From an optimization exercise on the open Yosys and OpenROAD flow, aimed at small area, a short achievable clock period and few clock cycles; shortcuts taken in it are not production practice. Only simulation tests tie the RTL to the original design; equivalence was not proved. Power figures rest on the tool's default switching activity, not on a simulated workload.

File: flow/config.mk
export PLATFORM = sky130hd
export DESIGN_NAME = apb_system_top
export DESIGN_NICKNAME = apb_system_top
export VERILOG_FILES = /design/flow/design.v
export SDC_FILE = /design/flow/constraint.sdc
export NUM_CORES = 8
export LEC_CHECK = 0
export CAP_MARGIN = 30
export CORE_MARGIN = 2
export CORE_UTILIZATION = 60
export CTS_BUF_LIST = sky130_fd_sc_hd__clkbuf_16
export CTS_CLUSTER_DIAMETER = 80
export CTS_CLUSTER_SIZE = 20
export SETUP_SLACK_MARGIN = 2.7
export SLEW_MARGIN = 50
export SYNTH_HIERARCHICAL = 1
export SYNTH_MINIMUM_KEEP_SIZE = 0
export TNS_END_PERCENT = 10
File: flow/constraint.sdc
create_clock -name core_clock -period 6.0 [get_ports {pclk}]
set_input_delay 1.2000 -clock core_clock [delete_from_list [all_inputs] [get_ports {pclk}]]
set_output_delay 1.2000 -clock core_clock [all_outputs]
set_load 0.01 [all_outputs]
File: flow/design.v
module apb_rd_aoi3 (
    input  wire        s0, s1, s2,
    input  wire [31:0] d0, d1, d2,
    output wire [31:0] y
);
    assign y = ~(({32{s0}} & d0) | ({32{s1}} & d1) | ({32{s2}} & d2));
endmodule
module apb_rd_nand4 (
    input  wire [31:0] a, b, c, d,
    output wire [31:0] y
);
    assign y = ~(a & b & c & d);
endmodule
module apb_rd_nor4 (
    input  wire [31:0] a, b, c, d,
    output wire [31:0] y
);
    assign y = ~(a | b | c | d);
endmodule
module apb_rd_nor2 (
    input  wire [31:0] a, b,
    output wire [31:0] y
);
    assign y = ~(a | b);
endmodule
module apb_system_top #(
    parameter ADDR_WIDTH = 32,
    parameter DATA_WIDTH = 32,
    parameter NUM_SLAVES = 3
)(
    input  wire                    pclk,
    input  wire                    presetn,
    input  wire                    transfer_req,
    input  wire [ADDR_WIDTH-1:0]   transfer_addr,
    input  wire [DATA_WIDTH-1:0]   transfer_wdata,
    input  wire                    transfer_write,
    output wire                    transfer_ready,
    output wire [DATA_WIDTH-1:0]   transfer_rdata,
    output wire                    transfer_error
);
    wire [3:0] slave  = transfer_addr[19:16];
    wire [5:0] word   = transfer_addr[7:2];
    wire       mapped = (slave[3:2] == 2'b00) && (slave[1:0] != 2'b11);
    wire       inwin  = (transfer_addr[31:20] == 12'h0) && (transfer_addr[15:8] == 8'h0);
    wire       hit    = mapped && inwin;
    wire       wr     = transfer_req && transfer_write && hit;
    wire [31:0] wd0 = transfer_wdata & {32{presetn}};
    wire [31:0] wd1 = transfer_wdata | {32{!presetn}};
    wire [3:0] p0 = 4'b0001 << word[1:0];
    wire [3:0] p1 = 4'b0001 << word[3:2];
    wire [3:0] p2 = 4'b0001 << word[5:4];
    wire [3:0] sd = 4'b0001 << slave[1:0];
    wire [64*32-1:0] ya;
    genvar s, w, b;
    generate
        for (w = 0; w < 64; w = w + 1) begin : g_w
            wire        wl = p2[w/16] & p1[(w/4)%4] & p0[w%4];
            wire [2:0]  sel;
            wire [31:0] q [0:2];
            for (s = 0; s < 3; s = s + 1) begin : g_s
                localparam [31:0] INIT = (s << 24) + w;
                wire [31:0] wd;
                for (b = 0; b < 32; b = b + 1) begin : g_b
                    assign wd[b] = INIT[b] ? wd1[b] : wd0[b];
                end
                wire we = (wr && sd[s] && wl) || !presetn;
                reg [31:0] m;
                always @(posedge pclk)
                    if (we) m <= wd;
                assign q[s]   = m;
                assign sel[s] = sd[s] & wl;
            end
            apb_rd_aoi3 u_a (.s0(sel[0]), .s1(sel[1]), .s2(sel[2]),
                             .d0(q[0]), .d1(q[1]), .d2(q[2]), .y(ya[w*32 +: 32]));
        end
    endgenerate
    wire [16*32-1:0] yb;
    wire [8*32-1:0]  yc;
    wire [2*32-1:0]  yd;
    genvar k;
    generate
        for (k = 0; k < 16; k = k + 1) begin : g_b4
            apb_rd_nand4 u_b (.a(ya[(4*k)*32 +: 32]), .b(ya[(4*k+1)*32 +: 32]),
                              .c(ya[(4*k+2)*32 +: 32]), .d(ya[(4*k+3)*32 +: 32]),
                              .y(yb[k*32 +: 32]));
        end
        for (k = 0; k < 8; k = k + 1) begin : g_c2
            apb_rd_nor2 u_c (.a(yb[(2*k)*32 +: 32]), .b(yb[(2*k+1)*32 +: 32]),
                             .y(yc[k*32 +: 32]));
        end
        for (k = 0; k < 2; k = k + 1) begin : g_d4
            apb_rd_nand4 u_d (.a(yc[(4*k)*32 +: 32]), .b(yc[(4*k+1)*32 +: 32]),
                              .c(yc[(4*k+2)*32 +: 32]), .d(yc[(4*k+3)*32 +: 32]),
                              .y(yd[k*32 +: 32]));
        end
    endgenerate
    reg [31:0] rd0_n, rd1_n;
    reg        error_q;
    always @(posedge pclk) begin
        rd0_n   <= ~(({32{hit}} & yd[0 +: 32]) | ((mapped && !inwin) ? 32'hDEADBEEF : 32'd0));
        rd1_n   <= ~({32{hit}} & yd[32 +: 32]);
        error_q <= !hit;
    end
    reg ready_q;
    always @(posedge pclk or negedge presetn)
        if (!presetn) ready_q <= 1'b0;
        else          ready_q <= 1'b1;
    assign transfer_ready = ready_q;
    assign transfer_rdata = ~(rd0_n & rd1_n);
    assign transfer_error = error_q;
endmodule
File: flow/run.sh
#!/bin/bash
# synth_recipe.tcl (not shown) runs the flow's synth.tcl, then flattens the netlist and writes it again
# the make line also repeats each setting of config.mk as NAME=value (left out here)
make -C /OpenROAD-flow-scripts/flow DESIGN_CONFIG=/design/flow/config.mk WORK_HOME=/design/flow/orfs CLKGATE_MAP_FILE= SYNTH_SCRIPT=/design/flow/synth_recipe.tcl finish
==> impl_metrics.ini, run 1 <==
[sta]
hold_viol_final = 0
rsz0062_at_grt = yes
setup_viol_count_final = 0
period_minus_slack_ps = 3460
fin_setup_tns_ps = 0
fmax_mhz = 289
fin_hold_ws_ps = 126
finalCritPeriodShare_pct = 57.7
skew_ps = 34.7
slew_headroom_pct = 48.2
worstMarginPinSlew_ps = 777
maxSlewViolCount = 0
setup_slack_ps = 2540

[yosys]
synth_commonest_cells = 6144 x edfxtp_1, 2048 x a222oi_1, 576 x nand4_1
yosysWarnings = 7
synth_top_area_cell = edfxtp_1
synth_xor_area_share_pct = 0
yosys.area_share.simple_pct = 2.94
syn_nets = 10500
synth_fa_ha_area_share_pct = 0
synth_cells = 10400
muxShareOfSynthArea_pct = 0
ys_ff_latch = 6210
yosys-top-cells-area = edfxtp_1 84%, a222oi_1 9.3%, buf_6 2.0%, nand4_1 1.6%, nor2_1 0.76%
synth-edff-count = 6144
synth_compound_area_share_pct = 10.1
yosys_most_used_dff = edfxtp_1
yosysSeqAreaShare_pct = 84.3
syn_area_per_cell_sq_um = 21.2
synth_cell_type_count = 29
synthArstFlopShare_pct = 0.0161
synth_top_family_by_area = compound AO/OA/AOI/OAI gates
synth_most_common_cell = edfxtp_1
netlist.area_leader.share_pct = 83.7
syn_area_sq_um = 220000

[final_layout]
finalNonFillerCells = 15900
final_area_sq_um = 246000
finish.net_count = 11000
syn2layout_area_growth_pct = 11.7
drive_gt1_share_pct = 16.7
final_util_pct = 67.3

[global_route]
grt_use_total_pct = 34.3
antenna_found_initial = 37
grt_pass1_vias = 113000
grt_overflow = 0
grt_pass1_wl_um = 887000
grt_max_degree = 142

[hold_path]
worstHoldPathType = in -> async

[setup_path]
critPathKind = in -> reg
critPathLaunchType = input pin
critPathMaxFanout = 32
cp_cell_sequence = buf_4 -> buf_12 -> and4b_1 -> nand2_2 -> nor2_2 -> buf_6 -> a222oi_1 -> nand4_1 -> nor2_4 -> nand4_1 -> nand3_1
cp_data_required_time_ps = 6910
path_common_cell = nand4_1
critical_path.endpoint_type = flip-flop
slowest_delay_ps = 600
worst-path-buf-inv = 3
crit_slowest_cell = a222oi_1
crit_family = simple AND/OR/NAND/NOR gates
arrival_ps = 4370

[routing]
num_vias = 120000
viasPerCell = 7.52
drt_iter0_markers = 24500
firstDrtPassIters = 13
drc = 0
routedWlPerCell_um = 40.9
wl_um = 652000
final_antenna_net_count = 0

[power]
design_power_total_mw = 79.7
pwr_density_cell_nw_per_um2 = 324
leakagePower_nw = 79.4
vdd_drop_max_v = 0.000246

[placed_design]
dp_hpwl_um = 373000
place_congestion = 0.886
post-place-ws_ps = 569
dpl.cell_count = 15300
io_buffers = 99
dpl-instance-area_sq_um = 234000

[cts]
cts.clk_slew.worst_paths_ps = 80
htreeDepth = 5
cts_buffer_depth = 4
numCtsBuffers = 349
cts_root_buf = clkbuf_16
insertion_delay_ps = 990
cts_tree = built
postCtsHoldBufs = 0
cts.sinks = 6210

[die]
fp.dieW_um = 610
die_h_um = 610
core-area_sq_um = 366000
dieArea_sq_um = 372000
ios = 102
initial_utilization_pct = 60.3
std_cell_rows = 222

[run_status]
outcome = finished clean

[run]
cap_violations = 0
==> final cells by class <==
class,instances,area (sq um)
Antenna cell,24,60.1
Clock inverter,135,587
Multi-Input combinational cell,3505,33200
Tap cell,4816,6030
Fill cell,23300,119000
Clock buffer,357,8930
Sequential cell,6210,186000
Timing Repair Buffer,896,11400
==> state kept, by name, indices dropped and copies added, names as in the netlist <==
register	count
rd0_n	32
rd1_n	32
error_q	1
ready_q	1
g_w.g_s.m	6144
==> worst paths after layout <==
path | to | startpoint | cells past startpoint | slack (ps)
min in group core_clock | rd1_n[29] | g_w[40].g_s[2].m[29] | 5 | 690
hold / removal | ready_q | presetn | 1 | 130
setup reg to reg | rd0_n[16] | g_w[27].g_s[0].m[16] | 6 | 3660
setup / recovery | rd1_n[7] | transfer_addr[6] | 11 | 2540
hold reg to reg | rd1_n[29] | g_w[40].g_s[2].m[29] | 5 | 690
max in group asynchronous | ready_q | presetn | 1 | 5560
==> repair_timing <==
action,CTS,global route
setup buffers,48,17
pin swaps,61,97
setup endpoints to repair,3637,418
cloned,8,2
gates resized for setup,305,113
==> layout by cell type, fill, tap and decap left out, types with 12 or more instances in the layout <==
cell type and count:
diode_2 24, clkbuf_16 359, nand2_4 18, and2_4 33, nor2_4 105, o31ai_4 192, a222oi_1 2048, nand3_1 40
dfxtp_2 18, nor2_2 224, o31ai_1 24, nand4_1 576, buf_4 430, dfxtp_1 35, buf_12 268, nand2_1 45
nand2_2 32, buf_16 32, nor2_1 120, dfxtp_4 12, buf_6 36, clkdlybuf4s50_1 77, edfxtp_1 6144, inv_1 120
buf_8 23
==> logic make-up after synthesis <==
family	Yosys count
buf+inv	689
simple gates	1239
other cells	1
flops	6210
compound gates	2265
==> routing by layer <==
layer / GRT usage (%) / share of wire, % / vias up
met2: 53.1 / 47 / 7857
met1: 48.0 / 36 / 63000
li1: - / - / 48200
met4: 13.4 / 4.3 / 4
met5: 0 / 0.0064 / -
met3: 8.12 / 13 / 912
==> worst reg2reg max path, delay by kind of cell (launching register included) <==
kind | cells | cell delay (ps)
AOI/OAI and AO/OA | 2 | 770
buffers and inverters | 1 | 170
and+or+nand+nor | 3 | 950
DFF | 1 | 360
==> Yosys stat by module (local to each module, per instance) <==
module | flip-flops and latches | cell area (sq um) | cells | times used
apb_rd_aoi3 | 0 | 403 | 41 | 64
apb_rd_nand4 | 0 | 200 | 32 | 18
apb_rd_nor2 | 0 | 120 | 32 | 8
apb_system_top | 6210 | 190000 | 6948 | 1
==> power breakdown <==
group,total [mW],internal [mW],leakage [nW],switching [mW]
combinational,3.53,0.773,14.3,2.75
clock,23.9,10.7,5.11,13.1
sequential,52.3,51.4,60.0,0.892
total,79.7,62.9,79.4,16.8
Testbench counts, summed over its fixed seeds: cycles 4,800.
==> run 2, diff against run 1 <==
--- a/flow/config.mk
+++ b/flow/config.mk
@@ -9,3 +9,3 @@
 export CORE_MARGIN = 2
-export CORE_UTILIZATION = 60
+export CORE_UTILIZATION = 70
 export CTS_BUF_LIST = sky130_fd_sc_hd__clkbuf_16
@@ -13,3 +13,4 @@
 export CTS_CLUSTER_SIZE = 20
-export SETUP_SLACK_MARGIN = 2.7
+export PLACE_DENSITY = 0.75
+export SETUP_SLACK_MARGIN = 3.0
 export SLEW_MARGIN = 50
==> impl_metrics.ini, run 2 <==
[run_status]
outcome = finished clean

[setup_path]
critPathKind = in -> reg
crit_family = simple AND/OR/NAND/NOR gates
path_common_cell = nand4_1
critPathMaxFanout = 16
arrival_ps = 4200
slowest_delay_ps = 630
reg2reg_from = g_w[7].g_s[0].m[28]
crit_slowest_cell = a222oi_1
critical_path.endpoint_type = flip-flop
critPathLaunchType = input pin
worst-path-buf-inv = 4
ff2ff_path_depth = 5
cp_cell_sequence = buf_12 -> buf_16 -> buf_4 -> and4bb_2 -> nand2_2 -> nor2_4 -> buf_8 -> a222oi_1 -> nand4_1 -> nor2_2 -> nand4_1 -> o31ai_1
startpoint = transfer_addr[4]
timing.rr.end = rd0_n[28]
cp_data_required_time_ps = 6860
cp.depth = 12
ff2ff_setup_slack_ps = 3600

[yosys]
yosysSeqAreaShare_pct = 84.3
synth_compound_area_share_pct = 10.1
yosys.area_share.simple_pct = 2.94
synth_cell_type_count = 29
ys_ff_latch = 6210
synthArstFlopShare_pct = 0.0161
synth_top_family_by_area = compound AO/OA/AOI/OAI gates
synth_commonest_cells = 6144 x edfxtp_1, 2048 x a222oi_1, 576 x nand4_1
syn_area_per_cell_sq_um = 21.2
syn_area_sq_um = 220000
synth_fa_ha_area_share_pct = 0
muxShareOfSynthArea_pct = 0
yosysWarnings = 7
synth-edff-count = 6144
yosys-top-cells-area = edfxtp_1 84%, a222oi_1 9.3%, buf_6 2.0%, nand4_1 1.6%, nor2_1 0.76%
synth_top_area_cell = edfxtp_1
syn_nets = 10500
yosys_most_used_dff = edfxtp_1
netlist.area_leader.share_pct = 83.7
synth_xor_area_share_pct = 0
synth_most_common_cell = edfxtp_1
synth_cells = 10400

[final_layout]
finish.net_count = 11200
top_regs = g_w.g_s.m: 6144 flops, rd0_n: 32 flops, rd1_n: 32 flops
fillerInstances = 14800
regMostFlops = g_w.g_s.m
final_cell_mix = 6144 x edfxtp_1, 2048 x a222oi_1, 591 x buf_4
seq_area_sq_um = 186000
multi_input_area_sq_um = 33900
drive_gt1_share_pct = 18.2
final_area_sq_um = 247000
final_common_cell = edfxtp_1
syn2layout_area_growth_pct = 12.2
largest_reg_flops = 6144

[power]
p_int_mw = 62.9
vdd_drop_max_v = 0.000325
design_power_total_mw = 79.8
pwr-share-comb_pct = 4.4
clock_power_share_pct = 29.9
power.net_switching_mw = 16.9
p_sw_share_pct = 21.2
leakagePower_nw = 80.7
pwr_density_cell_nw_per_um2 = 323
seq_power_share_pct = 65.8

[cts]
insertion_delay_ps = 1000
cts_tree = built
cts_root_buf = clkbuf_16
numCtsBuffers = 349
cts.clk_slew.worst_paths_ps = 80
cts.sinks = 6210
htreeDepth = 5
postCtsHoldBufs = 0
cts_buffer_depth = 4

[placed_design]
io_buffers = 99
place_congestion = 0.938
post-place-ws_ps = 451
dpl-instance-area_sq_um = 231000
dp_hpwl_um = 356000

[routing]
wl_um = 646000
drt_iter0_markers = 31200
firstDrtPassIters = 15
routedWlPerCell_um = 41.8
final_antenna_net_count = 0
num_vias = 126000
viasPerCell = 8.17
drc = 0

[sta]
fin_setup_tns_ps = 0
setup_viol_count_final = 0
skew_ps = 63.4
setup_slack_ps = 2660
finalCritPeriodShare_pct = 55.7
fmax_mhz = 299
worstMarginPinSlew_ps = 780
maxSlewViolCount = 0
fin_hold_ws_ps = 114
rsz0062_at_grt = yes
period_minus_slack_ps = 3340
hold_viol_final = 0
slew_headroom_pct = 48.0

[global_route]
grt_pass1_wl_um = 885000
grt_use_total_pct = 39.8
antenna_found_initial = 57
grt_max_degree = 145
grt_overflow = 0
grt_pass1_vias = 119000

[die]
ios = 102
fp.dieW_um = 565
initial_utilization_pct = 70.5
die_h_um = 565
core-area_sq_um = 312000
std_cell_rows = 205
dieArea_sq_um = 319000

[hold_path]
worstHoldPathType = in -> async

[run]
cap_violations = 0
## run 2: cell counts after synthesis
Identical to the previous run, type by type.
## run 2: routing by layer
layer	routed length, um	vias to the layer above	global-route usage, %
li1	-	48500	-
met1	198000	63400	53.1
met2	295000	12400	59.7
met3	115000	1846	13.4
met4	37000	42	19.8
met5	261	-	0
## run 2: final cells by class
class | instances | share of cell area (%)
Antenna cell | 44 | 0.0446
Clock buffer | 358 | 3.63
Clock inverter | 138 | 0.262
Multi-Input combinational cell | 3512 | 13.7
Sequential cell | 6210 | 75.2
Tap cell | 4140 | 2.10
Timing Repair Buffer | 1050 | 5.01
## run 2: cells by family after synthesis
group                  after synthesis
AO/OA/AOI/OAI                     2265
buffers and inverters              689
flip-flops                        6210
other                                1
AND/OR/NAND/NOR                   1239
## run 2: modules after synthesis (local to each module, per instance)
module,copies in the design,cell area (sq um)
apb_system_top,1,190000
apb_rd_aoi3,64,403
apb_rd_nand4,18,200
apb_rd_nor2,8,120
## run 2: what timing repair did
action / in CTS / in global routing
resized for setup: 624 / 182
endpoints found under the hold margin: 0 / 0
pin swaps: 217 / 71
endpoints found under the setup margin: 6241 / 5344
setup buffers: 184 / 36
cloned: 36 / 7
## run 2: how the worst max path moves through the flow
stage / slack (ps) / end
detailed placement: 450 / rd1_n[3]
floorplan: 1840 / g_w[12].g_s[1].m[0]
global placement: 470 / rd0_n[28]
CTS: 2510 / transfer_rdata[24]
global route: 2710 / rd0_n[26]
finish: 2660 / rd0_n[26]
## run 2: power by group through the flow
stage	clock, mW	sequential [mW]	combinational, mW
detailed placement	0	53.4	3.07
floorplan	0	53.1	1.29
CTS	23.7	52.4	3.28
finish	23.8	52.5	3.47
global placement	0	53.1	2.86
global route	25.2	52.7	3.50
## run 2: stage by stage
stage               instances  util [%]
floorplan               10400         -
global placement        14600      73.5
detailed placement      14600      74.0
CTS                     15400      78.7
global route            15400      79.1
finish                  15500      79.1
==> run 3, diff against run 2 <==
--- a/flow/config.mk
+++ b/flow/config.mk
@@ -9,3 +9,3 @@
 export CORE_MARGIN = 2
-export CORE_UTILIZATION = 70
+export CORE_UTILIZATION = 60
 export CTS_BUF_LIST = sky130_fd_sc_hd__clkbuf_16
@@ -13,3 +13,3 @@
 export CTS_CLUSTER_SIZE = 20
-export PLACE_DENSITY = 0.75
+export GPL_ROUTABILITY_DRIVEN = 0
 export SETUP_SLACK_MARGIN = 3.0
==> impl_metrics.ini, run 3 <==
[sta]
rsz0062_at_grt = yes
period_minus_slack_ps = 3310
worstMarginPinSlew_ps = 857
slew_headroom_pct = 42.9
maxSlewViolCount = 0
hold_viol_final = 0
finalCritPeriodShare_pct = 55.2
skew_ps = 29.3
setup_viol_count_final = 0
fin_setup_tns_ps = 0
fmax_mhz = 302

[cts]
postCtsHoldBufs = 0
cts_tree = built
cts_root_buf = clkbuf_16
cts.clk_slew.worst_paths_ps = 80
cts_buffer_depth = 4
insertion_delay_ps = 1000
htreeDepth = 5
cts.sinks = 6210
numCtsBuffers = 349

[setup_path]
critical_path.endpoint_type = flip-flop
critPathLaunchType = input pin
crit_slowest_cell = nand4_1
slowest_delay_ps = 580
cp_cell_sequence = buf_12 -> buf_16 -> and4bb_4 -> nand2_4 -> buf_6 -> nor2_4 -> buf_6 -> a222oi_1 -> nand4_1 -> nor2_4 -> nand4_1 -> o31ai_1
critPathKind = in -> reg
arrival_ps = 4210
cp_data_required_time_ps = 6900
critPathMaxFanout = 8

[yosys]
syn_area_sq_um = 220000
synth_commonest_cells = 6144 x edfxtp_1, 2048 x a222oi_1, 576 x nand4_1
ys_ff_latch = 6210
netlist.area_leader.share_pct = 83.7
synth_cell_type_count = 29
yosysWarnings = 7
yosys_most_used_dff = edfxtp_1
syn_area_per_cell_sq_um = 21.2
synth-edff-count = 6144
yosysSeqAreaShare_pct = 84.3
synth_cells = 10400
synth_most_common_cell = edfxtp_1
yosys-top-cells-area = edfxtp_1 84%, a222oi_1 9.3%, buf_6 2.0%, nand4_1 1.6%, nor2_1 0.76%
synth_top_area_cell = edfxtp_1
synthArstFlopShare_pct = 0.0161
syn_nets = 10500

[routing]
routedWlPerCell_um = 41.2
wl_um = 665000
drt_iter0_markers = 25200
viasPerCell = 7.59
final_antenna_net_count = 0
dr_wl_met2_um = 304000
highest_layer = met5
wl_met1_um = 245000
wl_met3_um = 91100
num_vias = 122000
firstDrtPassIters = 14
drc = 0

[final_layout]
regMostFlops = g_w.g_s.m
seq_area_sq_um = 186000
finish.net_count = 11200
largest_reg_flops = 6144
final_common_cell = edfxtp_1
top_regs = g_w.g_s.m: 6144 flops, rd0_n: 32 flops, rd1_n: 32 flops
final_util_pct = 68.0
drive_gt1_share_pct = 19.2
final_cell_mix = 6144 x edfxtp_1, 2048 x a222oi_1, 576 x nand4_1
syn2layout_area_growth_pct = 12.9
multi_input_area_sq_um = 34200
fillerInstances = 23100

[global_route]
grt_overflow = 0
grt_pass1_vias = 114000
grt_max_degree = 145
grt_use_total_pct = 34.7
grt_pass1_wl_um = 896000
antenna_found_initial = 35

[die]
fp.dieW_um = 610
initial_utilization_pct = 60.3
ios = 102
die_h_um = 610
dieArea_sq_um = 372000
core-area_sq_um = 366000
std_cell_rows = 222

[placed_design]
dp_hpwl_um = 370000
io_buffers = 99

[power]
vdd_drop_max_v = 0.000266
design_power_total_mw = 80.0
leakagePower_nw = 80.5
pwr_density_cell_nw_per_um2 = 322

[hold_path]
worstHoldPathType = in -> async

[run_status]
outcome = finished clean

[run]
cap_violations = 0
-- run 3: changes by cell type in the layout (fill, tap and decap cells not counted), moves of 15 or more --
cell / previous run / this run
nand2_4: 21 / 42
nor2_4: 170 / 191
buf_8: 34 / 53
buf_2: 2 / 21
nor2_1: 113 / 73
clkbuf_16: 364 / 381
inv_1: 123 / 107
buf_4: 591 / 570
dlymetal6s2s_1: 32 / 0
diode_2: 44 / 22
buf_6: 87 / 140
nor2_2: 173 / 188
-- run 3: cell families after synthesis --
family / count (synthesis) / share of synthesized area, %
AND/OR/NAND/NOR: 1239 / 2.94
buffers and inverters: 689 / 2.64
AO/OA/AOI/OAI: 2265 / 10.1
other: 1 / 0.00170
flip-flops: 6210 / 84.3
-- run 3: cell type report --
cell class              instances  share of cell area [%]
repair buffers               1095                    5.11
well taps                    4816                    2.42
clock buffers                 366                    3.68
clock inverters               123                   0.219
flip-flops and latches       6210                    74.8
diodes                         22                  0.0221
multi-input cells            3508                    13.8
-- run 3: worst paths after layout --
kind,start,to,slack (ps),cells past startpoint
max,transfer_addr[7],rd0_n[18],2690,12
min in group core_clock,g_w[41].g_s[2].m[24],rd1_n[24],690,5
max in group asynchronous,presetn,ready_q,5560,1
max reg2reg,g_w[25].g_s[0].m[18],rd0_n[18],3620,5
min reg2reg,g_w[41].g_s[2].m[24],rd1_n[24],690,5
min,presetn,ready_q,120,1
-- run 3: per-module statistics from Yosys (local to each module, per instance) --
module          flip-flops and latches  copies in the design  cells
apb_rd_aoi3                          0                    64     41
apb_rd_nand4                         0                    18     32
apb_rd_nor2                          0                     8     32
apb_system_top                    6210                     1   6948
-- run 3: where the power goes --
part           internal, mW  total, mW  switching, mW
logic                 0.730       3.53           2.80
clock network          10.9       24.2           13.2
registers              51.4       52.3          0.891
total                  63.1       80.0           16.9
-- run 3: stage by stage --
step	hold slack [ps]	cells	setup WS, ps	instance area, sq um
finish	122	16100	2690	249000
global route	126	16100	2750	249000
CTS	102	16000	2810	246000
detailed placement	691	15300	674	232000
global placement	689	15200	263	230000
floorplan	611	10400	1840	222000
-- run 3: timing repair --
item | 4_1_cts | 5_1_grt
gates cloned | 13 | 18
pin swaps | 165 | 224
buffers inserted | 147 | 129
resized for setup | 741 | 317
setup endpoints to repair | 6242 | 5010
endpoints found under the hold margin | 0 | 0
-- run 3: critical path: cells and delay by family --
| family | cells | cell delay, ps |
|---|---|---|
| buffers and inverters | 4 | 570 |
| AO/OA/AOI/OAI | 2 | 730 |
| AND/OR/NAND/NOR | 6 | 1630 |
-- run 3: metal layers --
layer	vias up	GRT usage (%)
li1	48600	-
met1	64400	50.3
met2	8562	52.5
met3	869	8.15
met4	10	11.8
met5	-	0
==> run 4, diff against run 3 <==
--- a/flow/config.mk
+++ b/flow/config.mk
@@ -11,5 +11,4 @@
 export CTS_BUF_LIST = sky130_fd_sc_hd__clkbuf_16
-export CTS_CLUSTER_DIAMETER = 80
-export CTS_CLUSTER_SIZE = 20
-export GPL_ROUTABILITY_DRIVEN = 0
+export CTS_CLUSTER_DIAMETER = 100
+export CTS_CLUSTER_SIZE = 25
 export SETUP_SLACK_MARGIN = 3.0
==> impl_metrics.ini, run 4 <==
[setup_path]
crit_family = simple AND/OR/NAND/NOR gates
timing.rr.end = rd0_n[18]
path_common_cell = buf_12
cp_data_required_time_ps = 6900
critPathCapture = rd1_n[4]
critical_path.endpoint_type = flip-flop
crit_slowest_cell = nand4_1
critPathMaxFanout = 12
ff2ff_setup_slack_ps = 3660
arrival_ps = 4210
cp_cell_sequence = buf_16 -> buf_16 -> buf_12 -> and4b_4 -> nand2_2 -> buf_6 -> nor2_4 -> buf_12 -> buf_12 -> a222oi_1 -> nand4_1 -> nor2_4 -> nand4_1 -> nand3_1
ff2ff_path_depth = 5
cp.depth = 14
startpoint = transfer_addr[6]
critPathKind = in -> reg
worst-path-buf-inv = 6
critPathLaunchType = input pin
slowest_delay_ps = 640
reg2reg_from = g_w[25].g_s[0].m[18]

[sta]
period_minus_slack_ps = 3320
skew_ps = 57.8
rsz0062_at_grt = yes
fmax_mhz = 301
setup_viol_count_final = 0
slew_headroom_pct = 45.5
hold_viol_final = 0
worstMarginPinSlew_ps = 815
finalCritPeriodShare_pct = 55.3
fin_setup_tns_ps = 0
maxSlewViolCount = 0

[routing]
drc = 0
routedWlPerCell_um = 41.4
wl_um = 662000
num_vias = 121000
firstDrtPassIters = 13
viasPerCell = 7.56
final_antenna_net_count = 0
drt_iter0_markers = 24800

[run]
cap_violations = 0

[yosys]
yosysSeqAreaShare_pct = 84.3
synth_cell_type_count = 29
synthArstFlopShare_pct = 0.0161
syn_area_per_cell_sq_um = 21.2
netlist.area_leader.share_pct = 83.7
synth_top_area_cell = edfxtp_1
ys_ff_latch = 6210
syn_area_sq_um = 220000
yosys_most_used_dff = edfxtp_1
syn_nets = 10500
yosysWarnings = 7
synth_most_common_cell = edfxtp_1
synth_commonest_cells = 6144 x edfxtp_1, 2048 x a222oi_1, 576 x nand4_1
synth_cells = 10400
synth-edff-count = 6144
yosys-top-cells-area = edfxtp_1 84%, a222oi_1 9.3%, buf_6 2.0%, nand4_1 1.6%, nor2_1 0.76%

[power]
leakagePower_nw = 79.3
vdd_drop_max_v = 0.000271
power.net_switching_mw = 16.4
pwr-share-comb_pct = 4.6
clock_power_share_pct = 27.9
pwr_density_cell_nw_per_um2 = 314
p_int_mw = 61.0
p_sw_share_pct = 21.1
seq_power_share_pct = 67.5

[cts]
cts.sinks = 6210
cts_root_buf = clkbuf_16
insertion_delay_ps = 990
cts_buffer_depth = 4
htreeDepth = 5
numCtsBuffers = 286
cts_tree = built
cts.clk_slew.worst_paths_ps = 100

[final_layout]
final_area_sq_um = 246000
final_cell_mix = 6144 x edfxtp_1, 2048 x a222oi_1, 576 x nand4_1
drive_gt1_share_pct = 18.2
seq_area_sq_um = 186000
final_common_cell = edfxtp_1
finish.net_count = 11100
multi_input_area_sq_um = 34100
largest_reg_flops = 6144
top_regs = g_w.g_s.m: 6144 flops, rd0_n: 32 flops, rd1_n: 32 flops
syn2layout_area_growth_pct = 11.9
regMostFlops = g_w.g_s.m
fillerInstances = 23200

[hold_path]
worstHoldPathType = in -> async

[die]
initial_utilization_pct = 60.3
ios = 102
fp.dieW_um = 610
die_h_um = 610
std_cell_rows = 222
core-area_sq_um = 366000
dieArea_sq_um = 372000

[global_route]
grt_pass1_wl_um = 894000
grt_max_degree = 145
grt_overflow = 0
grt_pass1_vias = 113000
antenna_found_initial = 32
grt_use_total_pct = 34.7

[placed_design]
dpl-instance-area_sq_um = 232000
place_congestion = 0.848
io_buffers = 99
dp_hpwl_um = 370000

[run_status]
outcome = finished clean
run 4: metrics by stage:
| step | total power, mW | utilization (%) | worst slack [ps] | instances | hold slack [ps] |
|---|---|---|---|---|---|
| 6_report | 77.4 | 67.4 | 2680 | 16000 | 117 |
| 5_1_grt | 79.4 | 67.4 | 2770 | 16000 | 122 |
| 4_1_cts | 77.5 | 66.8 | 2890 | 15900 | 98.2 |
| 3_5_place_dp | 56.5 | 63.5 | 674 | 15300 | 691 |
| 3_3_place_gp | 56.1 | 63.0 | 263 | 15200 | 689 |
| 2_1_floorplan | 54.4 | - | 1840 | 10400 | 611 |
run 4: layout make-up:
type / instances / share of cell area [%]
Timing Repair Buffer: 1056 / 5.10
Clock inverter: 99 / 0.161
Tap cell: 4816 / 2.45
Multi-Input combinational cell: 3506 / 13.8
Clock buffer: 295 / 3.00
Sequential cell: 6210 / 75.4
Antenna cell: 20 / 0.0203
run 4: per-layer routing:
metal | vias to the layer above | track usage, % | wire length, um
met5 | - | 0.245 | 257
met4 | 20 | 12.3 | 27000
met3 | 906 | 7.92 | 90400
met2 | 8102 | 52.2 | 300000
met1 | 63600 | 50.5 | 245000
li1 | 48300 | - | -
run 4: cell families after synthesis:
| kind of cell | count (synthesis) | synth area share (%) |
|---|---|---|
| simple gates | 1239 | 2.94 |
| flops | 6210 | 84.3 |
| other cells | 1 | 0.00170 |
| compound gates | 2265 | 10.1 |
| buf+inv | 689 | 2.64 |
run 4: how the worst min path moves through the flow:
stage | from | end | slack, ps | depth (start not counted)
after floorplan | g_w[9].g_s[2].m[14] | rd0_n[14] | 610 | 5
after global placement | g_w[29].g_s[2].m[8] | rd0_n[8] | 690 | 5
after detailed placement | g_w[33].g_s[2].m[18] | rd1_n[18] | 690 | 5
after CTS | presetn | ready_q | 100 | 1
after global routing | presetn | ready_q | 120 | 1
final | presetn | ready_q | 120 | 1
run 4: worst reg2reg max path, delay by kind of cell (launching register included):
family	cells	cell delay (ps)
and+or+nand+nor	3	1140
AOI/OAI and AO/OA	2	730
DFF	1	380
run 4: Yosys stat by module, one instance, submodules excluded:
module          flip-flops and latches  cell area [sq um]  cells  copies in the design
apb_rd_nand4                         0                200     32                    18
apb_rd_nor2                          0                120     32                     8
apb_system_top                    6210             190000   6948                     1
apb_rd_aoi3                          0                403     41                    64
run 4: power groups by stage:
stage	registers [mW]	clock network, mW	logic (mW)
floorplan	53.1	0	1.29
global placement	53.1	0	3.02
detailed placement	53.3	0	3.20
CTS	52.3	21.8	3.38
global route	52.6	23.2	3.61
finish	52.3	21.6	3.53
run 4: what timing repair did:
| action | CTS | global route |
|---|---|---|
| endpoints found under the setup margin | 6242 | 4964 |
| buffers inserted | 154 | 81 |
| endpoints found under the hold margin | 0 | 0 |
| gates cloned | 15 | 15 |
| hold buffers | 0 | 0 |
| gates resized for setup | 798 | 174 |
| pin swaps | 227 | 96 |
==> run 5, diff against run 4 <==
--- a/flow/design.v
+++ b/flow/design.v
@@ -46,4 +46,17 @@
     wire       wr     = transfer_req && transfer_write && hit;
-    wire [31:0] wd0 = transfer_wdata & {32{presetn}};
-    wire [31:0] wd1 = transfer_wdata | {32{!presetn}};
+    reg        pw_valid;
+    reg  [5:0] pw_word;
+    reg  [1:0] pw_slave;
+    reg [31:0] pw_data;
+    always @(posedge pclk or negedge presetn)
+        if (!presetn) pw_valid <= 1'b0;
+        else          pw_valid <= wr;
+    always @(posedge pclk) begin
+        pw_word  <= word;
+        pw_slave <= slave[1:0];
+        pw_data  <= transfer_wdata;
+    end
+    wire byp = pw_valid && hit && word == pw_word && slave[1:0] == pw_slave;
+    wire [31:0] wd0 = pw_data & {32{presetn}};
+    wire [31:0] wd1 = pw_data | {32{!presetn}};
     wire [3:0] p0 = 4'b0001 << word[1:0];
@@ -52,2 +65,6 @@
     wire [3:0] sd = 4'b0001 << slave[1:0];
+    wire [3:0] q0 = 4'b0001 << pw_word[1:0];
+    wire [3:0] q1 = 4'b0001 << pw_word[3:2];
+    wire [3:0] q2 = 4'b0001 << pw_word[5:4];
+    wire [3:0] qs = {4{pw_valid}} & (4'b0001 << pw_slave);
     wire [64*32-1:0] ya;
@@ -56,3 +73,4 @@
         for (w = 0; w < 64; w = w + 1) begin : g_w
-            wire        wl = p2[w/16] & p1[(w/4)%4] & p0[w%4];
+            wire        wl  = p2[w/16] & p1[(w/4)%4] & p0[w%4];
+            wire        wwl = q2[w/16] & q1[(w/4)%4] & q0[w%4];
             wire [2:0]  sel;
@@ -65,3 +83,3 @@
                 end
-                wire we = (wr && sd[s] && wl) || !presetn;
+                wire we = (qs[s] && wwl) || !presetn;
                 reg [31:0] m;
@@ -99,4 +117,5 @@
     always @(posedge pclk) begin
-        rd0_n   <= ~(({32{hit}} & yd[0 +: 32]) | ((mapped && !inwin) ? 32'hDEADBEEF : 32'd0));
-        rd1_n   <= ~({32{hit}} & yd[32 +: 32]);
+        rd0_n   <= ~(({32{hit && !byp}} & yd[0 +: 32]) | ({32{byp}} & pw_data)
+                     | ((mapped && !inwin) ? 32'hDEADBEEF : 32'd0));
+        rd1_n   <= ~({32{hit && !byp}} & yd[32 +: 32]);
         error_q <= !hit;
==> impl_metrics.ini, run 5 <==
[die]
std_cell_rows = 223
die_h_um = 612
ios = 102
core-area_sq_um = 368000
fp.dieW_um = 612
initial_utilization_pct = 60.2
dieArea_sq_um = 374000

[run_status]
outcome = finished clean

[yosys]
synth-edff-count = 6144
synth_most_common_cell = edfxtp_1
yosys-top-cells-area = edfxtp_1 83%, a222oi_1 9.3%, buf_6 2.0%, nand4_1 1.6%, dfxtp_1 0.95%
syn_area_sq_um = 222000
yosys_most_used_dff = edfxtp_1
synth_cell_type_count = 39
syn_nets = 10700
yosysWarnings = 7
synth_commonest_cells = 6144 x edfxtp_1, 2048 x a222oi_1, 583 x nand4_1
synthArstFlopShare_pct = 0.0320
ys_ff_latch = 6251
syn_area_per_cell_sq_um = 20.8
synth_top_area_cell = edfxtp_1
synth_cells = 10600
netlist.area_leader.share_pct = 83.3
yosysSeqAreaShare_pct = 84.2

[sta]
finalCritPeriodShare_pct = 56.8
setup_viol_count_final = 0
skew_ps = 36.5
rsz0062_at_grt = yes
worstMarginPinSlew_ps = 838
hold_viol_final = 0
period_minus_slack_ps = 3410
slew_headroom_pct = 44.1
maxSlewViolCount = 0
fmax_mhz = 294
fin_setup_tns_ps = 0

[cts]
cts_buffer_depth = 4
htreeDepth = 5
insertion_delay_ps = 980
cts.clk_slew.worst_paths_ps = 100
numCtsBuffers = 288
postCtsHoldBufs = 0
cts.sinks = 6251
cts_root_buf = clkbuf_16
cts_tree = built

[power]
vdd_drop_max_v = 0.000274
pwr_density_cell_nw_per_um2 = 315
p_int_mw = 61.4
seq_power_share_pct = 67.1
p_sw_share_pct = 21.2
leakagePower_nw = 78.8
clock_power_share_pct = 28.2
power.net_switching_mw = 16.6
pwr-share-comb_pct = 4.7

[routing]
firstDrtPassIters = 13
viasPerCell = 7.49
routedWlPerCell_um = 41.0
num_vias = 122000
wl_um = 667000
final_antenna_net_count = 0
drt_iter0_markers = 24500
drc = 0

[global_route]
grt_use_total_pct = 35.0
antenna_found_initial = 30
grt_overflow = 0
grt_pass1_wl_um = 902000
grt_pass1_vias = 114000
grt_max_degree = 121

[setup_path]
critPathKind = in -> reg
arrival_ps = 4260
cp_cell_sequence = buf_12 -> nor2b_4 -> clkbuf_16 -> buf_4 -> nand2_8 -> nor2_4 -> buf_12 -> buf_4 -> a222oi_1 -> nand4_1 -> nor2_1 -> nand4_1 -> o31a_1 -> o31ai_1
cp_data_required_time_ps = 6860
critPathLaunchType = input pin
critical_path.endpoint_type = flip-flop
ff2ff_setup_slack_ps = 2840
crit_slowest_cell = nor2_1
slowest_delay_ps = 570
critPathMaxFanout = 13

[placed_design]
dpl-instance-area_sq_um = 235000
io_buffers = 99
place_congestion = 0.929
dp_hpwl_um = 386000

[final_layout]
finish.net_count = 11400
fillerInstances = 23400
regMostFlops = g_w.g_s.m
drive_gt1_share_pct = 17.6
final_common_cell = edfxtp_1
syn2layout_area_growth_pct = 11.6
final_cell_mix = 6144 x edfxtp_1, 2048 x a222oi_1, 616 x buf_4
final_area_sq_um = 247000
largest_reg_flops = 6144

[run]
cap_violations = 0

[hold_path]
worstHoldPathType = in -> reg
run 5: changes by cell type after synthesis, moves of 18 or more:
cell | before | now
dfxtp_1 | 65 | 105
o21ai_0 | 0 | 186
o31a_1 | 0 | 26
nand2_1 | 98 | 174
o31ai_1 | 203 | 14
and4_1 | 1 | 19
nor2_1 | 449 | 468
run 5: kinds of logic (layout without fill, tap and decap cells):
| kind of cell | Yosys count | in the layout | share of synthesized area, % |
|---|---|---|---|
| simple gates | 1363 | 1366 | 3.13 |
| compound gates | 2305 | 2305 | 9.96 |
| flops | 6251 | 6251 | 84.2 |
| buf+inv | 706 | 1478 | 2.63 |
| xor+xnor | 8 | 8 | 0.0418 |
| other cells | 1 | 26 | 0.00169 |
run 5: cell type report:
type                    count  area [sq um]  share of cell area [%]
clock buffers             305          7630                    3.09
clock inverters            89           408                   0.165
diodes                     25          62.6                  0.0253
inverters                  10          37.5                  0.0152
well taps                4837          6050                    2.45
multi-input cells        3680         33800                    13.7
repair buffers           1074         12600                    5.09
flip-flops and latches   6251        187000                    75.5
run 5: path summary, 6_finish.rpt:
check	from	endpoint	depth (start not counted)
min reg2reg	pw_data[29]	rd0_n[29]	2
min	transfer_addr[16]	pw_slave[0]	1
min in group asynchronous	presetn	ready_q	2
max in group asynchronous	presetn	pw_valid	3
max reg2reg	pw_word[5]	g_w[38].g_s[0].m[12]	5
max	transfer_addr[2]	rd0_n[1]	14
run 5: what timing repair did:
action                                  in CTS  in global routing
pin swaps                                  218                 31
endpoints found under the hold margin        0                  0
endpoints found under the setup margin    2135               3363
gates cloned                                31                  2
setup buffers                              142                 23
gates resized for setup                    524                 13
run 5: layer usage:
layer / wire (um) / global-route usage (%) / vias up
met4: 32100 / 13.9 / 20
li1: - / - / 48900
met5: 127 / 0 / -
met3: 91300 / 9.07 / 975
met2: 301000 / 52.9 / 8159
met1: 241000 / 49.3 / 63700
run 5: worst max-delay path, delay by kind of cell:
| family | cells | cell delay [ps] |
|---|---|---|
| AND/OR/NAND/NOR | 6 | 1520 |
| buffers and inverters | 5 | 770 |
| AO/OA/AOI/OAI | 3 | 750 |
run 5: metrics by stage:
stage	worst slack (ps)	util, %	power, mW	hold WS (ps)	instances
after floorplan	2160	-	54.4	464	10600
after global placement	405	63.1	56.3	507	15500
after detailed placement	366	63.8	56.7	498	15600
after CTS	2760	67.0	78.1	360	16200
after global routing	2630	67.1	79.9	377	16200
final	2590	67.1	78.0	398	16300
run 5: Yosys stat by module (local to each module, per instance):
module / flip-flops and latches / times used
apb_rd_aoi3: 0 / 64
apb_rd_nand4: 0 / 18
apb_system_top: 6251 / 1
apb_rd_nor2: 0 / 8
run 5: power groups by stage:
| stage | combinational, mW | sequential, mW | clock (mW) |
|---|---|---|---|
| after global routing | 3.73 | 52.6 | 23.6 |
| after global placement | 3.22 | 53.1 | 0 |
| final | 3.66 | 52.3 | 22.0 |
| after CTS | 3.57 | 52.3 | 22.2 |
| after detailed placement | 3.42 | 53.3 | 0 |
| after floorplan | 1.30 | 53.1 | 0 |
Testbench counts of run 5, summed over its fixed seeds: cycles 4,800.
==> run 6, diff against run 5 <==
--- a/flow/config.mk
+++ b/flow/config.mk
@@ -7,2 +7,3 @@
 export LEC_CHECK = 0
+export ABC_CLOCK_PERIOD_IN_PS = 1500
 export CAP_MARGIN = 30
==> impl_metrics.ini, run 6 <==
[sta]
fmax_mhz = 294
skew_ps = 36.5
slew_headroom_pct = 44.1
maxSlewViolCount = 0
finalCritPeriodShare_pct = 56.8
fin_hold_ws_ps = 398
worstMarginPinSlew_ps = 838
rsz0062_at_grt = yes
period_minus_slack_ps = 3410
setup_viol_count_final = 0
hold_viol_final = 0
fin_setup_tns_ps = 0
setup_slack_ps = 2590

[power]
pwr-share-comb_pct = 4.7
p_sw_share_pct = 21.2
pwr_density_cell_nw_per_um2 = 315
p_int_mw = 61.4
seq_power_share_pct = 67.1
vdd_drop_max_v = 0.000274
design_power_total_mw = 78.0
clock_power_share_pct = 28.2
power.net_switching_mw = 16.6
leakagePower_nw = 78.8

[yosys]
ys_ff_latch = 6251
synth_top_family_by_area = compound AO/OA/AOI/OAI gates
yosys.area_share.simple_pct = 3.13
synth_cell_type_count = 39
yosys-top-cells-area = edfxtp_1 83%, a222oi_1 9.3%, buf_6 2.0%, nand4_1 1.6%, dfxtp_1 0.95%
synth_most_common_cell = edfxtp_1
syn_area_per_cell_sq_um = 20.8
syn_nets = 10700
synth_fa_ha_area_share_pct = 0
yosys_most_used_dff = edfxtp_1
netlist.area_leader.share_pct = 83.3
synth_commonest_cells = 6144 x edfxtp_1, 2048 x a222oi_1, 583 x nand4_1
synthArstFlopShare_pct = 0.0320
synth_top_area_cell = edfxtp_1
yosysSeqAreaShare_pct = 84.2
yosysWarnings = 7
synth-edff-count = 6144
synth_xor_area_share_pct = 0.0418
synth_compound_area_share_pct = 9.96
syn_area_sq_um = 222000
synth_cells = 10600
muxShareOfSynthArea_pct = 0

[die]
dieArea_sq_um = 374000
die_h_um = 612
core-area_sq_um = 368000
ios = 102
std_cell_rows = 223
initial_utilization_pct = 60.2
fp.dieW_um = 612

[placed_design]
io_buffers = 99
place_congestion = 0.929
dpl.cell_count = 15600
dp_hpwl_um = 386000
dpl-instance-area_sq_um = 235000
post-place-ws_ps = 366

[routing]
num_vias = 122000
drt_iter0_markers = 24500
firstDrtPassIters = 13
wl_um = 667000
routedWlPerCell_um = 41.0
viasPerCell = 7.49
drc = 0
final_antenna_net_count = 0

[final_layout]
final_area_sq_um = 247000
finish.net_count = 11400
finalNonFillerCells = 16300
drive_gt1_share_pct = 17.6
fillerInstances = 23400
syn2layout_area_growth_pct = 11.6
final_common_cell = edfxtp_1
regMostFlops = g_w.g_s.m
largest_reg_flops = 6144
final_util_pct = 67.1
final_cell_mix = 6144 x edfxtp_1, 2048 x a222oi_1, 616 x buf_4

[global_route]
grt_overflow = 0
grt_max_degree = 121
grt_pass1_wl_um = 902000
grt_pass1_vias = 114000
antenna_found_initial = 30
grt_use_total_pct = 35.0

[cts]
htreeDepth = 5
insertion_delay_ps = 980
postCtsHoldBufs = 0
cts_tree = built
numCtsBuffers = 288
cts.clk_slew.worst_paths_ps = 100
cts_buffer_depth = 4
cts_root_buf = clkbuf_16
cts.sinks = 6251

[setup_path]
critPathMaxFanout = 13
critPathLaunchType = input pin
critical_path.endpoint_type = flip-flop
arrival_ps = 4260
cp_data_required_time_ps = 6860
critPathKind = in -> reg

[run_status]
outcome = finished clean

[hold_path]
worstHoldPathType = in -> reg

[run]
cap_violations = 0
[run 6: modules after synthesis (local to each module, per instance)]
module          area [sq um]  cells inside  times used
apb_rd_nor2              120            32           8
apb_rd_nand4             200            32          18
apb_system_top        191000          7178           1
apb_rd_aoi3              403            41          64
[run 6: layout make-up]
type                            count  area, sq um  share of cell area, %
Antenna cell                       25         62.6                 0.0253
Clock buffer                      305         7630                   3.09
Clock inverter                     89          408                  0.165
Inverter                           10         37.5                 0.0152
Multi-Input combinational cell   3680        33800                   13.7
Sequential cell                  6251       187000                   75.5
Tap cell                         4837         6050                   2.45
Timing Repair Buffer             1074        12600                   5.09
[run 6: timing repair]
item                                     CTS  global route
cloned                                    31             2
pin swaps                                218            31
endpoints found under the setup margin  2135          3363
setup buffers                            142            23
gates resized for setup                  524            13
[run 6: final timing paths]
kind	from	end	slack, ps	cells after the start
max reg2reg	pw_word[5]	g_w[38].g_s[0].m[12]	2840	5
max in group asynchronous	presetn	pw_valid	4950	3
max	transfer_addr[2]	rd0_n[1]	2590	14
min	transfer_addr[16]	pw_slave[0]	400	1
min reg2reg	pw_data[29]	rd0_n[29]	520	2
min in group asynchronous	presetn	ready_q	430	2
[run 6: routing by layer]
layer / share of wire, % / track usage, % / wire length (um)
met5: 0.019 / 0 / 127
met3: 14 / 9.07 / 91300
met2: 45 / 52.9 / 301000
met1: 36 / 49.3 / 241000
met4: 4.8 / 13.9 / 32100
[run 6: power by group through the flow]
stage / Clock, mW / Combinational [mW] / Sequential (mW)
4_1_cts: 22.2 / 3.57 / 52.3
2_1_floorplan: 0 / 1.30 / 53.1
6_report: 22.0 / 3.66 / 52.3
5_1_grt: 23.6 / 3.73 / 52.6
3_3_place_gp: 0 / 3.22 / 53.1
3_5_place_dp: 0 / 3.42 / 53.3
[run 6: cell families after synthesis]
family                 after synthesis
flip-flops                        6251
AO/OA/AOI/OAI                     2305
AND/OR/NAND/NOR                   1363
buffers and inverters              706
XOR/XNOR                             8
other                                1
[run 6: critical path, cell delays in order]
cell and delay [ps]:
buf_12 110, nor2b_4 190, clkbuf_16 190, buf_4 150, nand2_8 80, nor2_4 60
buf_12 160, buf_4 160, a222oi_1 420, nand4_1 470, nor2_1 570, nand4_1 150
o31a_1 130, o31ai_1 200
==> run 7, diff against run 6 <==
--- a/flow/design.v
+++ b/flow/design.v
@@ -25,2 +25,8 @@
 endmodule
+module apb_rd_nand2 (
+    input  wire [31:0] a, b,
+    output wire [31:0] y
+);
+    assign y = ~(a & b);
+endmodule
 module apb_system_top #(
@@ -46,17 +52,4 @@
     wire       wr     = transfer_req && transfer_write && hit;
-    reg        pw_valid;
-    reg  [5:0] pw_word;
-    reg  [1:0] pw_slave;
-    reg [31:0] pw_data;
-    always @(posedge pclk or negedge presetn)
-        if (!presetn) pw_valid <= 1'b0;
-        else          pw_valid <= wr;
-    always @(posedge pclk) begin
-        pw_word  <= word;
-        pw_slave <= slave[1:0];
-        pw_data  <= transfer_wdata;
-    end
-    wire byp = pw_valid && hit && word == pw_word && slave[1:0] == pw_slave;
-    wire [31:0] wd0 = pw_data & {32{presetn}};
-    wire [31:0] wd1 = pw_data | {32{!presetn}};
+    wire [31:0] wd0 = transfer_wdata & {32{presetn}};
+    wire [31:0] wd1 = transfer_wdata | {32{!presetn}};
     wire [3:0] p0 = 4'b0001 << word[1:0];
@@ -65,6 +58,2 @@
     wire [3:0] sd = 4'b0001 << slave[1:0];
-    wire [3:0] q0 = 4'b0001 << pw_word[1:0];
-    wire [3:0] q1 = 4'b0001 << pw_word[3:2];
-    wire [3:0] q2 = 4'b0001 << pw_word[5:4];
-    wire [3:0] qs = {4{pw_valid}} & (4'b0001 << pw_slave);
     wire [64*32-1:0] ya;
@@ -73,4 +62,3 @@
         for (w = 0; w < 64; w = w + 1) begin : g_w
-            wire        wl  = p2[w/16] & p1[(w/4)%4] & p0[w%4];
-            wire        wwl = q2[w/16] & q1[(w/4)%4] & q0[w%4];
+            wire        wl = p2[w/16] & p1[(w/4)%4] & p0[w%4];
             wire [2:0]  sel;
@@ -83,3 +71,3 @@
                 end
-                wire we = (qs[s] && wwl) || !presetn;
+                wire we = (wr && sd[s] && wl) || !presetn;
                 reg [31:0] m;
@@ -96,3 +84,3 @@
     wire [8*32-1:0]  yc;
-    wire [2*32-1:0]  yd;
+    wire [4*32-1:0]  yd;
     genvar k;
@@ -108,5 +96,4 @@
         end
-        for (k = 0; k < 2; k = k + 1) begin : g_d4
-            apb_rd_nand4 u_d (.a(yc[(4*k)*32 +: 32]), .b(yc[(4*k+1)*32 +: 32]),
-                              .c(yc[(4*k+2)*32 +: 32]), .d(yc[(4*k+3)*32 +: 32]),
+        for (k = 0; k < 4; k = k + 1) begin : g_d2
+            apb_rd_nand2 u_d (.a(yc[(2*k)*32 +: 32]), .b(yc[(2*k+1)*32 +: 32]),
                               .y(yd[k*32 +: 32]));
@@ -114,8 +101,9 @@
     endgenerate
-    reg [31:0] rd0_n, rd1_n;
-    reg        error_q;
+    reg [4*32-1:0] rd_n;
+    reg            error_q;
     always @(posedge pclk) begin
-        rd0_n   <= ~(({32{hit && !byp}} & yd[0 +: 32]) | ({32{byp}} & pw_data)
-                     | ((mapped && !inwin) ? 32'hDEADBEEF : 32'd0));
-        rd1_n   <= ~({32{hit && !byp}} & yd[32 +: 32]);
+        rd_n[0 +: 32]  <= ~(({32{hit}} & yd[0 +: 32]) | ((mapped && !inwin) ? 32'hDEADBEEF : 32'd0));
+        rd_n[32 +: 32] <= ~({32{hit}} & yd[32 +: 32]);
+        rd_n[64 +: 32] <= ~({32{hit}} & yd[64 +: 32]);
+        rd_n[96 +: 32] <= ~({32{hit}} & yd[96 +: 32]);
         error_q <= !hit;
@@ -127,3 +115,3 @@
     assign transfer_ready = ready_q;
-    assign transfer_rdata = ~(rd0_n & rd1_n);
+    assign transfer_rdata = ~(rd_n[0 +: 32] & rd_n[32 +: 32] & rd_n[64 +: 32] & rd_n[96 +: 32]);
     assign transfer_error = error_q;
--- a/flow/config.mk
+++ b/flow/config.mk
@@ -7,3 +7,2 @@
 export LEC_CHECK = 0
-export ABC_CLOCK_PERIOD_IN_PS = 1500
 export CAP_MARGIN = 30
==> impl_metrics.ini, run 7 <==
[power]
p_int_mw = 61.7
seq_power_share_pct = 67.5
pwr_density_cell_nw_per_um2 = 316
vdd_drop_max_v = 0.000249
clock_power_share_pct = 28.2
p_sw_share_pct = 21.0
pwr-share-comb_pct = 4.3
power.net_switching_mw = 16.4
design_power_total_mw = 78.1
leakagePower_nw = 80.0

[placed_design]
place_congestion = 0.851
dp_hpwl_um = 376000
io_buffers = 99
dpl.cell_count = 15700

[setup_path]
cp_data_required_time_ps = 4800
ff2ff_setup_slack_ps = 3770
ff2ff_path_depth = 5
critPathMaxFanout = 1
critPathKind = reg -> out
arrival_ps = 2340
reg2reg_from = g_w[14].g_s[0].m[8]
timing.rr.end = rd_n[8]
critPathLaunchType = flip-flop
critical_path.endpoint_type = output port

[die]
core-area_sq_um = 369000
die_h_um = 612
initial_utilization_pct = 60.2
ios = 102
std_cell_rows = 223
dieArea_sq_um = 375000
fp.dieW_um = 612

[yosys]
synth_commonest_cells = 6144 x edfxtp_1, 2048 x a222oi_1, 544 x nand4_1
synth-edff-count = 6144
synth_top_area_cell = edfxtp_1
synthArstFlopShare_pct = 0.0159
yosysSeqAreaShare_pct = 84.3
yosys-top-cells-area = edfxtp_1 83%, a222oi_1 9.2%, buf_6 2.0%, nand4_1 1.5%, dfxtp_1 1.2%
ys_ff_latch = 6274
synth_cells = 10600
syn_area_sq_um = 222000
synth_cell_type_count = 29
yosysWarnings = 7
syn_nets = 10700
synth_most_common_cell = edfxtp_1
netlist.area_leader.share_pct = 83.1
yosys_most_used_dff = edfxtp_1
syn_area_per_cell_sq_um = 20.9

[run]
cap_violations = 0

[routing]
routedWlPerCell_um = 39.9
viasPerCell = 7.44
drc = 0
drt_iter0_markers = 25100
final_antenna_net_count = 0
num_vias = 121000
wl_um = 651000
firstDrtPassIters = 10

[global_route]
grt_use_total_pct = 34.1
grt_pass1_vias = 114000
antenna_found_initial = 30
grt_pass1_wl_um = 889000
grt_max_degree = 145
grt_overflow = 0

[sta]
hold_viol_final = 0
rsz0062_at_grt = yes
fin_setup_tns_ps = 0
setup_viol_count_final = 0
slew_headroom_pct = 42.6
finalCritPeriodShare_pct = 59.0
period_minus_slack_ps = 3540
skew_ps = 42.0
maxSlewViolCount = 0
worstMarginPinSlew_ps = 862
fmax_mhz = 282

[final_layout]
final_cell_mix = 6144 x edfxtp_1, 2048 x a222oi_1, 617 x buf_4
drive_gt1_share_pct = 18.1
syn2layout_area_growth_pct = 11.4
largest_reg_flops = 6144
finish.net_count = 11300
finalNonFillerCells = 16300
final_common_cell = edfxtp_1
top_regs = g_w.g_s.m: 6144 flops, rd_n: 128 flops
regMostFlops = g_w.g_s.m

[cts]
htreeDepth = 5
cts_root_buf = clkbuf_16
cts_tree = built
numCtsBuffers = 289
cts.clk_slew.worst_paths_ps = 100
insertion_delay_ps = 980
cts.sinks = 6274
cts_buffer_depth = 4

[hold_path]
worstHoldPathType = in -> async

[run_status]
outcome = finished clean
## run 7: layout make-up
class / count / area [sq um]
clock inverters: 88 / 412
well taps: 4950 / 6190
diodes: 11 / 27.5
flip-flops and latches: 6274 / 187000
clock buffers: 305 / 7630
fillers: 23700 / 121000
repair buffers: 1049 / 11500
multi-input cells: 3637 / 34200
## run 7: logic make-up after synthesis
kind of cell	share of synthesized area, %
compound gates	9.97
buf+inv	2.62
simple gates	3.14
flops	84.3
other cells	0.00169
## run 7: per-stage QoR
step / setup WS (ps) / utilization [%] / hold slack [ps] / cell area (sq um)
2_1_floorplan: 1760 / - / 597 / 224000
3_3_place_gp: 495 / 63.4 / 640 / 234000
3_5_place_dp: 572 / 63.8 / 637 / 235000
4_1_cts: 2570 / 66.9 / 586 / 247000
5_1_grt: 2520 / 67.1 / 634 / 247000
6_report: 2460 / 67.1 / 631 / 247000
## run 7: worst max-delay path by stage
stage / from / endpoint / slack [ps] / depth (start not counted)
detailed placement: transfer_addr[17] / rd_n[85] / 570 / 11
global placement: transfer_addr[5] / rd_n[59] / 500 / 11
CTS: rd_n[2] / transfer_rdata[2] / 2570 / 2
finish: rd_n[0] / transfer_rdata[0] / 2460 / 2
global route: rd_n[0] / transfer_rdata[0] / 2520 / 2
floorplan: transfer_addr[11] / g_w[50].g_s[2].m[0] / 1760 / 4
## run 7: what timing repair did
action / CTS / global route
hold endpoints to repair: 1 / 0
cloned: 10 / 2
pin swaps: 225 / 26
endpoints found under the setup margin: 6296 / 4876
hold buffers: 1 / 0
buffers inserted: 155 / 26
gates resized for setup: 701 / 73
## run 7: routing by layer
layer  vias up  routed length (um)  GRT usage, %  part of all wire (%)
met1     63700              239000          48.4                    37
met3       990               72600          4.90                    11
met4         0               33000          14.7                   5.1
met5         -                   0             0                     0
li1      48900                   -             -                     -
met2      7885              306000          53.7                    47
## run 7: power groups by stage
| stage | combinational (mW) | sequential, mW | clock (mW) |
|---|---|---|---|
| after floorplan | 1.28 | 53.5 | 0 |
| after global placement | 3.01 | 53.5 | 0 |
| after detailed placement | 3.17 | 53.7 | 0 |
| after CTS | 3.28 | 52.7 | 22.2 |
| after global routing | 3.45 | 53.0 | 23.6 |
| final | 3.36 | 52.7 | 22.0 |
## run 7: worst max-delay path, stage by stage, from the launching register on
cell and delay, ps:
dfxtp_4 420, nand4_1 570, buf_2 380
## run 7: Yosys stat by module, one instance, submodules excluded
| module | area, sq um | copies in the design | cells inside | flip-flops and latches |
|---|---|---|---|---|
| apb_rd_nor2 | 120 | 8 | 32 | 0 |
| apb_rd_nand4 | 200 | 16 | 32 | 0 |
| apb_system_top | 192000 | 1 | 7090 | 6274 |
| apb_rd_aoi3 | 403 | 64 | 41 | 0 |
| apb_rd_nand2 | 120 | 4 | 32 | 0 |
Testbench counts of run 7, summed over its fixed seeds: cycles 4,800.
==> run 8, diff against run 7 <==
--- a/flow/design.v
+++ b/flow/design.v
@@ -30,2 +30,8 @@
     assign y = ~(a & b);
+endmodule
+module apb_rd_and4 (
+    input  wire [31:0] a, b, c, d,
+    output wire [31:0] y
+);
+    assign y = a & b & c & d;
 endmodule
@@ -88,13 +94,13 @@
         for (k = 0; k < 16; k = k + 1) begin : g_b4
-            apb_rd_nand4 u_b (.a(ya[(4*k)*32 +: 32]), .b(ya[(4*k+1)*32 +: 32]),
-                              .c(ya[(4*k+2)*32 +: 32]), .d(ya[(4*k+3)*32 +: 32]),
-                              .y(yb[k*32 +: 32]));
+            apb_rd_and4 u_b (.a(ya[(4*k)*32 +: 32]), .b(ya[(4*k+1)*32 +: 32]),
+                             .c(ya[(4*k+2)*32 +: 32]), .d(ya[(4*k+3)*32 +: 32]),
+                             .y(yb[k*32 +: 32]));
         end
         for (k = 0; k < 8; k = k + 1) begin : g_c2
-            apb_rd_nor2 u_c (.a(yb[(2*k)*32 +: 32]), .b(yb[(2*k+1)*32 +: 32]),
-                             .y(yc[k*32 +: 32]));
+            apb_rd_nand2 u_c (.a(yb[(2*k)*32 +: 32]), .b(yb[(2*k+1)*32 +: 32]),
+                              .y(yc[k*32 +: 32]));
         end
         for (k = 0; k < 4; k = k + 1) begin : g_d2
-            apb_rd_nand2 u_d (.a(yc[(2*k)*32 +: 32]), .b(yc[(2*k+1)*32 +: 32]),
-                              .y(yd[k*32 +: 32]));
+            apb_rd_nor2 u_d (.a(yc[(2*k)*32 +: 32]), .b(yc[(2*k+1)*32 +: 32]),
+                             .y(yd[k*32 +: 32]));
         end
@@ -104,6 +110,6 @@
     always @(posedge pclk) begin
-        rd_n[0 +: 32]  <= ~(({32{hit}} & yd[0 +: 32]) | ((mapped && !inwin) ? 32'hDEADBEEF : 32'd0));
-        rd_n[32 +: 32] <= ~({32{hit}} & yd[32 +: 32]);
-        rd_n[64 +: 32] <= ~({32{hit}} & yd[64 +: 32]);
-        rd_n[96 +: 32] <= ~({32{hit}} & yd[96 +: 32]);
+        rd_n[0 +: 32]  <= ~(({32{hit}} & ~yd[0 +: 32]) | ((mapped && !inwin) ? 32'hDEADBEEF : 32'd0));
+        rd_n[32 +: 32] <= ~({32{hit}} & ~yd[32 +: 32]);
+        rd_n[64 +: 32] <= ~({32{hit}} & ~yd[64 +: 32]);
+        rd_n[96 +: 32] <= ~({32{hit}} & ~yd[96 +: 32]);
         error_q <= !hit;
==> impl_metrics.ini, run 8 <==
[routing]
num_vias = 121000
wl_um = 649000
final_antenna_net_count = 0
firstDrtPassIters = 14
drt_iter0_markers = 23300
drc = 0
routedWlPerCell_um = 40.0
viasPerCell = 7.43

[yosys]
synth_most_common_cell = edfxtp_1
synth_commonest_cells = 6144 x edfxtp_1, 2048 x a222oi_1, 513 x and4_1
syn_area_sq_um = 224000
syn_area_per_cell_sq_um = 21.0
synth-edff-count = 6144
ys_ff_latch = 6274
yosysSeqAreaShare_pct = 83.7
yosys-top-cells-area = edfxtp_1 82%, a222oi_1 9.2%, and4_1 2.0%, buf_6 1.9%, dfxtp_1 1.2%
netlist.area_leader.share_pct = 82.5
yosysWarnings = 7
synth_cells = 10600
synthArstFlopShare_pct = 0.0159
synth_top_area_cell = edfxtp_1
synth_cell_type_count = 31
yosys_most_used_dff = edfxtp_1
syn_nets = 10700

[final_layout]
top_regs = g_w.g_s.m: 6144 flops, rd_n: 128 flops
syn2layout_area_growth_pct = 10.4
finish.net_count = 11200
largest_reg_flops = 6144
regMostFlops = g_w.g_s.m
final_cell_mix = 6144 x edfxtp_1, 2048 x a222oi_1, 459 x and4_1
final_common_cell = edfxtp_1
finalNonFillerCells = 16200
fillerInstances = 24300
drive_gt1_share_pct = 16.1

[power]
design_power_total_mw = 77.9
vdd_drop_max_v = 0.000250
leakagePower_nw = 78.0
pwr_density_cell_nw_per_um2 = 316

[sta]
finalCritPeriodShare_pct = 58.8
skew_ps = 31.1
fin_setup_tns_ps = 0
slew_headroom_pct = 41.9
maxSlewViolCount = 0
period_minus_slack_ps = 3530
fin_hold_ws_ps = 111
fmax_mhz = 284
rsz0062_at_grt = yes
hold_viol_final = 0
setup_viol_count_final = 0
worstMarginPinSlew_ps = 872

[setup_path]
slowest_delay_ps = 550
critPathMaxFanout = 1
critPathLaunchType = flip-flop
crit_slowest_cell = nand4_1
critical_path.endpoint_type = output port
worst-path-buf-inv = 1
crit_family = simple AND/OR/NAND/NOR gates
cp_cell_sequence = nand4_1 -> buf_2
critPathKind = reg -> out
arrival_ps = 2330
cp_data_required_time_ps = 4800

[cts]
insertion_delay_ps = 980
cts_root_buf = clkbuf_16
numCtsBuffers = 289
postCtsHoldBufs = 0
cts.sinks = 6274
cts.clk_slew.worst_paths_ps = 100
cts_tree = built
cts_buffer_depth = 4
htreeDepth = 5

[die]
fp.dieW_um = 615
ios = 102
std_cell_rows = 224
dieArea_sq_um = 378000
initial_utilization_pct = 60.2
core-area_sq_um = 372000
die_h_um = 615

[run]
cap_violations = 0

[global_route]
antenna_found_initial = 20
grt_max_degree = 133
grt_overflow = 0
grt_use_total_pct = 33.6
grt_pass1_vias = 113000
grt_pass1_wl_um = 888000

[placed_design]
place_congestion = 0.848
dpl.cell_count = 15700
io_buffers = 99
dp_hpwl_um = 363000

[run_status]
outcome = finished clean

[hold_path]
worstHoldPathType = in -> async
## run 8: cell types whose count changed in the layout (fill, tap and decap cells not counted), moves of 99 or more
cell,change
nand2_1,+139
nand4_1,-512
and4_1,+459
nand3_1,-99
buf_4,-161
nand3b_1,+104
## run 8: Yosys stat by module (local to each module, per instance)
module | copies in the design | area, sq um | cells inside | flops+latches
apb_system_top | 1 | 192000 | 7114 | 6274
apb_rd_aoi3 | 64 | 403 | 41 | 0
apb_rd_nor2 | 4 | 120 | 32 | 0
apb_rd_nand2 | 8 | 120 | 32 | 0
apb_rd_and4 | 16 | 280 | 32 | 0
## run 8: timing repair
item                                    in CTS  in global routing
gates cloned                                12                  0
buffers inserted                           113                  7
gates resized for setup                    638                 55
pin swaps                                  102                  9
endpoints found under the setup margin    6294               6039
## run 8: per-layer routing
metal | GRT usage, % | part of all wire [%] | vias up
met5 | 0 | 0.016 | -
met4 | 13.9 | 4.9 | 8
met3 | 4.35 | 11 | 908
met2 | 53.0 | 47 | 7885
met1 | 48.2 | 37 | 63300
li1 | - | - | 48600
## run 8: cell families after synthesis
family | synth area share, %
AO/OA/AOI/OAI | 9.90
buffers and inverters | 2.63
flip-flops | 83.7
other | 0.00168
AND/OR/NAND/NOR | 3.80
## run 8: stage by stage
step,cell area (sq um),setup WS [ps],util (%)
2_1_floorplan,225000,1780,-
3_3_place_gp,234000,560,63.1
3_5_place_dp,236000,725,63.4
4_1_cts,246000,2530,66.3
5_1_grt,247000,2560,66.4
6_report,247000,2470,66.4
## run 8: cell type report
type | instances | area [sq um] | area share, %
Tap cell | 4972 | 6220 | 2.52
Inverter | 24 | 90.1 | 0.0365
Clock buffer | 300 | 7510 | 3.04
Antenna cell | 27 | 67.6 | 0.0274
Timing Repair Buffer | 894 | 10400 | 4.21
Sequential cell | 6274 | 187000 | 75.8
Clock inverter | 110 | 479 | 0.194
Multi-Input combinational cell | 3637 | 34900 | 14.1
## run 8: worst paths after layout
check	from	to	slack (ps)	depth (start not counted)
max reg2reg	g_w[9].g_s[0].m[10]	rd_n[10]	3830	6
min	presetn	ready_q	110	1
max in group asynchronous	presetn	ready_q	5630	1
min reg2reg	g_w[17].g_s[2].m[4]	rd_n[36]	810	5
max	rd_n[45]	transfer_rdata[13]	2470	2
min in group core_clock	g_w[17].g_s[2].m[4]	rd_n[36]	810	5
## run 8: power by group
| part | switching [mW] | internal [mW] |
|---|---|---|
| Clock | 12.8 | 9.10 |
| Combinational | 2.66 | 0.665 |
| Sequential | 0.893 | 51.8 |
| Total | 16.4 | 61.6 |
Testbench counts of run 8, summed over its fixed seeds: cycles 4,800.

## afterwards: timing with drivers on the ports
The flow's constraints put no driver on any port. The routed layouts listed below were extracted and timed again, unchanged, in two steps. Step 1 sets driving cells, clkbuf_16 on the clock port and buf_2 on the other inputs (assumed; they add their load-dependent delay and slew). Step 2 also shifts input and output timing later by t, the mid clock arrival at the registers, as if the neighbouring blocks saw the same clock. Slacks: ideal ports / drivers / drivers and shift; pairs: ideal ports / drivers.
run	t (ns)	slack for setup (ns)
run 1	1.081	2.538 / 2.447 / 1.543
run 2	1.097	2.657 / 2.707 / 1.610
run 3	1.081	2.691 / 2.678 / 1.598
run 4	1.073	2.683 / 2.711 / 1.639
run 5	1.069	2.595 / 2.584 / 1.515
run 6	1.069	2.595 / 2.584 / 1.515
run 7	1.078	2.458 / 2.341 / 1.738
run 8	1.078	2.473 / 2.352 / 1.609
After both steps every run listed still meets setup and hold.
